Context: an optimization exercise on an open-source flow, tuned for small area. The choices shown serve that exercise and are no tape-out recipe.
Where RTL was checked, it was by simulation tests only, not by an equivalence proof against the original.
Power is estimated from default activity; no workload was simulated.

Setup of xenon:
Design avalonBus, start of the top module:
module avalonBus
(
	input wire clk,
	input wire n_rst,
	input wire slave_read,
	input wire slave_write,
	input wire [31:0] slave_writedata,
	input wire [31:0] slave_addr,
	output reg [31:0] slave_readdata,
	input wire [31:0] master_readdata,
	output reg master_read,
	output reg master_write,
	output reg [31:0] master_addr,
	output reg [31:0] master_writedata,
	output reg sobel_complete
);
Size: ~470 flip-flops, ~200 I/O pins, roughly 26,000 um2 of cells after synthesis.
export LEC_CHECK = 0
export CAP_MARGIN = 0
export CORE_MARGIN = 2
export CORE_UTILIZATION = 40
export PLACE_DENSITY = 0.6
export SLEW_MARGIN = 0
create_clock -name core_clock -period 12.0 [get_ports {clk}]
standard.sh (not shown) runs the stock make flow with config.mk's settings and CLKGATE_MAP_FILE= SYNTH_SCRIPT=/design/flow/synth_recipe.tcl, a recipe that flattens the netlist after the stock synthesis.
==> flow/flow/run.sh <==
#!/bin/bash
# The standard layout (standard.sh, standard synthesis unchanged), with:
#  - port buffers made from the smallest buffer cell (buf_1);
#  - a clock tree of clkbuf_4 in clusters of at most 10 sinks, without dummy loads.
# make's full output goes to standard_flow.log; ORFS keeps each step's log under orfs/logs.
set -euo pipefail
bash standard.sh "BUFFER_PORTS_ARGS=-buffer_cell sky130_fd_sc_hd__buf_1" \
  "CTS_ARGS=-sink_clustering_enable -repair_clock_nets -dont_use_dummy_load -buf_list sky130_fd_sc_hd__clkbuf_4 -sink_clustering_size 10 -sink_clustering_max_diameter 40" \
  finish > standard_flow.log 2>&1
Input-level comparison between garnet and xenon:
--- a/flow/design.v
+++ b/flow/design.v
@@ -182,23 +182,23 @@
 	((w_state == W_CALC2 || w_state == W_CALC3 || w_state == W_NR2) && nx_pixel_en));
 wire m0 = (matrix_cnt == 2'd0);
 wire first = (w_state == W_CALC1) && m0;
 wire big = m0 && (w_state == W_CALC2 || w_state == W_CALC3 || w_state == W_NR1);
 wire [31:0] row15 = add32({19'd0, row_cnt, 4'd0}, ~{23'd0, row_cnt}, 1'b1);
 wire [31:0] col3 = add32({23'd0, col_cnt, 1'b0}, {24'd0, col_cnt}, 1'b0);
 wire [31:0] offs_w = add32({14'd0, row15[12:0], 5'd0}, {22'd0, col3[9:0]}, 1'b0);
 wire [17:0] offs = offs_w[17:0];
 wire [17:0] incv = big ? ((w_state == W_NR1 && w_incdec) ? 18'd475 : 18'd478) : 18'd1;
 wire [31:0] add_a = first ? startpixel : calc_q;
 wire [17:0] add_b = first ? offs : incv;
-wire [31:0] add_s;   
+wire [31:0] add_s = add32(add_a, {14'd0, add_b}, 1'b0);
 assign calc_address = calc_q;
 always_ff @(posedge clk) if (upd) calc_q <= add_s;
 always_ff @(posedge clk, negedge n_rst) begin
 	if (!n_rst) begin
 		w_state <= W_IDLE;
 		col_cnt <= 8'd0;
 		row_cnt <= 9'd0;
 		matrix_cnt <= 2'd0;
 		w_edge <= 1'b0;
 		w_incdec <= 1'b0;
 		w_adp <= 1'b0;
@@ -476,28 +476,24 @@
 reg [4:0] ccnt;
 reg [8:0] rcnt;
 reg [31:0] curr_addr;
 wire full = (buffcnt == 6'd32);
 wire nextcol = (ccnt == 5'd19);
 wire odd = rcnt[0];
 wire [31:0] r5 = add32({21'd0, rcnt, 2'b00}, {23'd0, rcnt}, 1'b0);
 wire [31:0] evw = add32({20'd0, r5[11:0]}, {27'd0, ccnt}, 1'b0);
 wire [31:0] odw = add32(32'd5, ~{27'd0, ccnt}, 1'b1);
 wire [29:0] ob = odd ? odw[29:0] : {18'd0, evw[11:0]};
 wire [31:0] oa = odd ? curr_addr : endpixel;
-wire winsel = (c_state == C_GPA) || (c_state == C_FETCH);
-wire [31:0] sh_a = winsel ? add_a : oa;
-wire [31:0] sh_b = winsel ? {14'd0, add_b} : {ob, 2'b00};
-wire [31:0] sh_s = add32(sh_a, sh_b, 1'b0);
-assign add_s = sh_s;
-wire [31:0] oadd_s = sh_s;
+wire [31:0] osw = add32({2'b00, oa[31:2]}, {2'b00, ob}, 1'b0);
+wire [31:0] oadd_s = {osw[29:0], oa[1:0]};
 assign out_full = (o_state == O_FULL);
 assign out_empty = (o_state == O_WRITE);
 always_ff @(posedge clk, negedge n_rst) begin
 	if (!n_rst) begin
 		o_state <= O_IDLE;
 		buffcnt <= 6'd0;
 		ccnt <= 5'd0;
 		rcnt <= 9'd0;
 	end else begin
 		case (o_state)
 		O_IDLE: begin
### Flow results
The synthesized cell count number comes out higher for garnet vs xenon.
[compare] base=xenon new=garnet: power density over cell area lost about 0.7%; number of cells on the critical path down 7; number of max-slew violations in the final report roughly the same.
The global-route wire length before repair of garnet was superior to that of xenon.
Function not checked in garnet: the RTL went through the layout flow alone.

-- afterwards: timing with drivers on the ports --
In the flow no input, the clock included, has a driving cell. The finished layouts below were timed again as built, in two steps.
Step 1 sets driving cells, clkbuf_16 on the clock port and buf_2 on the other inputs (assumed; they add their load-dependent delay and slew).
Step 2 moves the port delays by t, midway between the first and last clock arrival at a register: inputs arrive t later, outputs are due t later. That takes back most of the time a late clock gives input paths.
Three values: ideal ports, drivers, drivers and shift; two values: the first two.
| run | t (ns) | setup WS [ns] | hold WS [ns] |
|---|---|---|---|
| xenon | 0.847 | 0.241 / 0.241 / 0.241 | 0.407 / 0.407 / 0.407 |
| garnet | 0.843 | 0.457 / 0.457 / 0.457 | 0.401 / 0.401 / 0.401 |
After both steps setup and hold are still met in every run listed.
